Background: an optimization exercise with open tools, aiming at small area. Do not read the settings as production practice.
RTL that was checked went through simulation tests only; none was proved equivalent to the original.

==> tundra <==
==> flow/design.v (excerpt) <==
module CORDIC_COS_SIN #(
    parameter DATA_WIDTH = 16,
    parameter PHASE_WIDTH = 32,
    parameter STAGE = 16
) (
    input clk,
    input rst,
    input en,
    input mode,
    input signed [DATA_WIDTH-1:0] x0,
    input signed [DATA_WIDTH-1:0] y0,
    input signed [PHASE_WIDTH-1:0] phase,
    output valid,
    output [DATA_WIDTH:0] cos,
    output [DATA_WIDTH:0] sin
);
Settings: LEC_CHECK=0, ABC_AREA=1, CAP_MARGIN=5, CORE_MARGIN=2, CORE_UTILIZATION=55, CTS_BUF_LIST=sky130_fd_sc_hd__clkbuf_4 sky130_fd_sc_hd__clkbuf_8, CTS_CLUSTER_DIAMETER=60, CTS_CLUSTER_SIZE=30, SLEW_MARGIN=5; clock period 5.0 ns.
run.sh (not shown) runs the stock make flow with config.mk's settings and CLKGATE_MAP_FILE= SYNTH_SCRIPT=/design/flow/synth_recipe.tcl, a recipe that flattens the netlist after the stock synthesis.
==> inputs of violet, as changes to tundra <==
- CAP_MARGIN: 5 -> 20
- CORE_UTILIZATION: 55 -> 70
- GPL_TIMING_DRIVEN: unset -> 0
- SLEW_MARGIN: 5 -> 20
==> inputs of nickel, as changes to tundra <==
- CAP_MARGIN: 5 -> 20
- GPL_TIMING_DRIVEN: unset -> 0
- SLEW_MARGIN: 5 -> 20
==> qor summary <==
Status: tundra finished clean; violet complete, but fails checks; nickel finished clean
Layout check failures: tundra -; violet negative setup slack; nickel -
Overall via count from detail_route: tundra 26100; violet 27300; nickel 25800
Share of layout cells above drive strength 1: tundra 17.0%; violet 14.8%; nickel 15.0%
Cell Count, Final, Fillers Out: tundra 5290; violet 5003; nickel 5173
Post-placement cell area: tundra 0.0358 mm²; violet 0.0339 mm²; nickel 0.0341 mm²
Largest clock skew in the final design: tundra 0.0382 ns; violet 0.0434 ns; nickel 0.0350 ns
Maximum fanout along the worst path: tundra 4; violet 10; nickel 3
Crit path max-delay cell type: tundra dfxtp_2; violet dfxtp_4; nickel dfxtp_4
Crit path required time: tundra 5.57 ns; violet 5.55 ns; nickel 5.56 ns
CTS buffer count: tundra 39; violet 36; nickel 38
End of the critical path: tundra xr7[16]; violet xr5[14]; nickel xr7[16]
Net total in the final layout: tundra 5055; violet 4940; nickel 4942
Total negative setup slack: tundra 0 ns; violet -2.89 ns; nickel 0 ns
Buffers inserted by post-CTS timing repair: tundra 3; violet 41; nickel 64
Full die area: tundra 0.0605 mm²; violet 0.0477 mm²; nickel 0.0605 mm²
RD Place Congestion: tundra 0.858; violet 0.941; nickel 0.900

==> ember: inputs <==
CORDIC_COS_SIN, a different RTL version from the one above (not shown whole).
make LEC_CHECK=0 ABC_AREA=1 CAP_MARGIN=20 CORE_MARGIN=2 CORE_UTILIZATION=55 CTS_BUF_LIST='sky130_fd_sc_hd__clkbuf_4 sky130_fd_sc_hd__clkbuf_8' CTS_CLUSTER_DIAMETER=60 CTS_CLUSTER_SIZE=30 GPL_TIMING_DRIVEN=0 SETUP_SLACK_MARGIN=-0.1 SLEW_MARGIN=20 finish   # period 5.0 ns
==> inputs of harbor, as changes to ember <==
- SETUP_SLACK_MARGIN: -0.1 -> not set
==> inputs of fjord, as changes to ember <==
- CORE_UTILIZATION: 55 -> 50
==> summary.txt <==
ember completed without violations. harbor finished with timing, DRC and antenna clean. fjord ran to the end with no violations.
Against harbor, the die area of fjord is larger by about 10%.
Between harbor and fjord, the lower clock-buffer cell count is in fjord (gap 1).
Global-route usage is about the same in harbor and ember.
Register-to-register slack is about the same in fjord and harbor.
Of harbor and ember, harbor has the higher final cell count (gap about 0.7%, measured against ember).
Flip-flop and latch count is the same in harbor and fjord.
The highest design area belongs to harbor, the lowest to ember.
In synthesized area, ember and fjord do not differ.
Of fjord and ember, fjord has the higher critical path depth (gap 2).
==> figures <==
|  | fjord | ember | harbor |
|---|---|---|---|
| Number of ordinary and repair buffers in the finished layout | 201 | 182 | 214 |
| Multi-input combinational cell area | 0.0235 mm2 | 0.0235 mm2 | 0.0237 mm2 |
| Routability congestion estimate | 0.888 | 0.878 | 0.876 |
| Count of cells along the worst register-to-register path | 29 | 27 | 29 |
| Wire length of the first global-routing pass | 115,000 um | 116,000 um | 116,000 um |
| Clock Latency Late Sink | 0.64 ns | 0.64 ns | 0.65 ns |
| Number of buffers added by the clock tree synthesis step | 37 | 37 | 38 |
| Number of tap cells added at floorplan | 855 | 773 | 773 |
| Fraction of standard cell area in multi-input logic | 0.635 | 0.638 | 0.634 |
| Outcome | complete, no violations | complete, no violations | complete, no violations |
| Diodes inserted | 2 | 1 | 0 |
| Min Tclk post-route | 4.83 ns | 4.81 ns | 4.84 ns |
| Standard cell with the maximum stage delay on the critical path | sky130_fd_sc_hd__dfxtp_4 | sky130_fd_sc_hd__fa_1 | sky130_fd_sc_hd__dfxtp_4 |
| Vias after detailed routing | 26,100 | 26,200 | 26,500 |
| Hold_ws | 0.339 ns | 0.337 ns | 0.343 ns |
| Remaining max-slew budget at the tightest pin | 0.321 | 0.307 | 0.309 |

==> run a <==
CORDIC_COS_SIN, a different RTL version from the one above (not shown whole).
clock: 5.0 ns
lec_check: 0
abc_area: 1
cap_margin: 20
core_margin: 2
core_utilization: 55
cts_buf_list: sky130_fd_sc_hd__clkbuf_4 sky130_fd_sc_hd__clkbuf_8
cts_cluster_diameter: 60
cts_cluster_size: 30
gpl_timing_driven: 0
slew_margin: 20
==> run b: changes against run a <==
ABC_AREA = 0   (was 1)
==> run c: changes against run a <==
CORE_UTILIZATION = 62   (was 55)
==> run d: changes against run a <==
PLACE_DENSITY = 0.75   (was default)
==> comparison <==
Run a completed without violations. Run b completed, yet does not pass: setup timing. Run d completed without violations. Run c passed the timing, design-rule and antenna checks.
The highest worst setup slack belongs to run d, the lowest to run b.
Routed wire length, lowest first: run a, run d, run c, run b.
Against run c, the sequential share of layout area of run b is lower by 0.56 points.
Core utilization: run c > run b > run d > run a.
Cell count: run d > run a > run c > run b.
No run of this note included a check of the RTL's function; only the layout flow was run.

==> trial 39 <==
CORDIC_COS_SIN, a different RTL version from the one above (not shown whole).
Settings: LEC_CHECK=0, ABC_AREA=1, CAP_MARGIN=20, CORE_MARGIN=2, CORE_UTILIZATION=40, CTS_BUF_LIST=sky130_fd_sc_hd__clkbuf_2 sky130_fd_sc_hd__clkbuf_4, CTS_CLUSTER_SIZE=20, SLEW_MARGIN=20; clock period 5.0 ns.
==> trial 47 (differences from trial 39) <==
Settings changed: CORE_UTILIZATION 40 to 55, CTS_BUF_LIST sky130_fd_sc_hd__clkbuf_2 sky130_fd_sc_hd__clkbuf_4 to sky130_fd_sc_hd__clkbuf_4 sky130_fd_sc_hd__clkbuf_8, CTS_CLUSTER_DIAMETER from default to 60, CTS_CLUSTER_SIZE 20 to 30.
==> implementation parameters <==
Parameter                              Value

Outcome
  Outcome    complete, no violations

Final layout
  Final cell count without fillers    about 5400
  Layout buffering overhead excluding clock cells    0.0409
  Area of the multi-input gates    0.0250 mm^2

Critical path
  Cell-by-cell trace of the critical path    ha_1 > fa_1 > nand3_1 > nand3_2 > a31oi_4 > inv_1 > a31o_2 > a31o_2 > nand3_1 > nand2_1 > nand3_1 > nand2_1 > fa_1 > xnor2_1 > dlygate4sd2_1
  Data arrival time of the worst path    3.72 ns

Routing
  Wirelength per Cell    12.8 um
# the run above: trial 47

==> implementation parameters <==
Parameter                              Value

Outcome
  Outcome    complete, no violations

Final layout
  Final cell count without fillers    slightly below 6000
  Area of the multi-input gates    0.0251 mm^2
  Layout buffering overhead excluding clock cells    0.0431

Critical path
  Cell-by-cell trace of the critical path    ha_1 > fa_2 > nand3_2 > nand3_4 > a31oi_4 > inv_1 > a31o_2 > a31o_2 > nand3_1 > nand2_1 > nand3_1 > nand2_2 > fa_1 > xor2_1 > dlygate4sd2_1

Routing
  Wirelength per Cell    11.7 um

CTS
  Hold bufs inserted after CTS    0
# the run above: trial 39


==> inputs of 01-21 <==
CORDIC_COS_SIN again, from the RTL that the note above started with.
==> flow/design.v (excerpt) <==
module CORDIC_COS_SIN #(
    parameter DATA_WIDTH = 16,
    parameter PHASE_WIDTH = 32,
    parameter STAGE = 16
) (
    input clk,
    input rst,
    input en,
    input mode,
    input signed [DATA_WIDTH-1:0] x0,
    input signed [DATA_WIDTH-1:0] y0,
    input signed [PHASE_WIDTH-1:0] phase,
    output valid,
    output [DATA_WIDTH:0] cos,
    output [DATA_WIDTH:0] sin
);
Settings: LEC_CHECK=0, ABC_AREA=1, CAP_MARGIN=20, CORE_MARGIN=2, CORE_UTILIZATION=40, SLEW_MARGIN=20; clock period 5.0 ns.
==> inputs of 10-08, as changes to 01-21 <==
--- a/flow/config.mk
+++ b/flow/config.mk
@@ -10,3 +10,4 @@
 export CORE_MARGIN = 2
 export CORE_UTILIZATION = 40
+export GPL_TIMING_DRIVEN = 0
 export SLEW_MARGIN = 20
==> qor.csv <==
stage,metric,value,unit
cells_and_area,final_layout_size_suffix_gt1_share,8.11,%
cells_and_area,finalNetCount,5277,
cells_and_area,fin_area,40000,um2
cells_and_area,n_fill_cell,8579,
grt,grt.met1_usage,16.1,%
grt,grt_pass1_wl,118,mm
cells_and_area,stdcell_count,5704,
status,status,finished clean,
place,dp_hpwl,58.4,mm
worst_setup_path,cp-startpoint,yr8[14],
worst_setup_path,path_depth,14,
-- figures above: 10-08

==> qor.csv <==
stage,metric,value,unit
status,status,finished clean,
min_path,hold_depth,0,
cells_and_area,n_fill_cell,8602,
worst_setup_path,r2r_slack,350,ps
cells_and_area,fin_area,39800,um2
grt,grt_pass1_wl,117,mm
worst_setup_path,cp-startpoint,xr8[16],
place,dp_hpwl,57.6,mm
cells_and_area,stdcell_count,5695,
worst_setup_path,path_depth,18,
yosys,synth_async_sr_flop_share,2.23,%
-- figures above: 01-21

port drivers added, routing unchanged:
Ports are ideal in the flow. The routed layouts listed here were re-timed in OpenROAD.
Step 1: set_driving_cell puts a clkbuf_16 on clk and a buf_2 on each other input, an assumption about the parent block.
Step 2 moves the port delays by t, midway between the first and last clock arrival at a register: inputs arrive t later, outputs are due t later. That takes back most of the time a late clock gives input paths.
a / b / c = no drivers / after step 1 / after step 2; a / b = the first two.
run	t (ns)	slack for setup (ns)	hold WS [ns]	worst register clock-pin slew, ns	pins driven straight from the clock port
tundra	0.685	0.097 / 0.097 / -0.030	0.357 / 0.357 / 0.357	0.11 / 0.11	1
violet	0.684	-0.403 / -0.403 / -0.403	0.334 / 0.334 / 0.334	0.11 / 0.11	1
nickel	0.689	0.091 / 0.091 / -0.277	0.346 / 0.346 / 0.346	0.11 / 0.11	1
ember	0.665	0.187 / 0.187 / -0.361	0.337 / 0.337 / 0.337	0.12 / 0.12	1
harbor	0.685	0.164 / 0.164 / -0.318	0.343 / 0.343 / 0.343	0.12 / 0.12	1
fjord	0.670	0.166 / 0.166 / -0.376	0.339 / 0.339 / 0.339	0.11 / 0.11	1
run a	0.666	0.138 / 0.138 / -0.342	0.341 / 0.341 / 0.341	0.12 / 0.12	1
run b	0.682	-0.449 / -0.449 / -0.449	0.335 / 0.335 / 0.335	0.12 / 0.12	1
run c	0.688	0.130 / 0.130 / -0.355	0.340 / 0.340 / 0.340	0.12 / 0.12	1
run d	0.688	0.145 / 0.144 / -0.311	0.340 / 0.340 / 0.340	0.12 / 0.12	1
trial 39	0.920	0.290 / 0.232 / 0.201	0.320 / 0.320 / 0.320	0.08 / 0.08	1
trial 47	0.686	0.279 / 0.216 / 0.134	0.357 / 0.357 / 0.357	0.11 / 0.11	1
01-21	0.639	0.239 / 0.180 / 0.223	0.318 / 0.318 / 0.318	0.06 / 0.06	1
10-08	0.629	0.257 / 0.193 / -0.191	0.307 / 0.307 / 0.307	0.07 / 0.07	1
Met with ideal ports but missed after step 2: setup timing in 9 of these runs. The setup slack of ember, which loses most, moves by 0.000 ns with the drivers and by -0.548 ns with both steps.
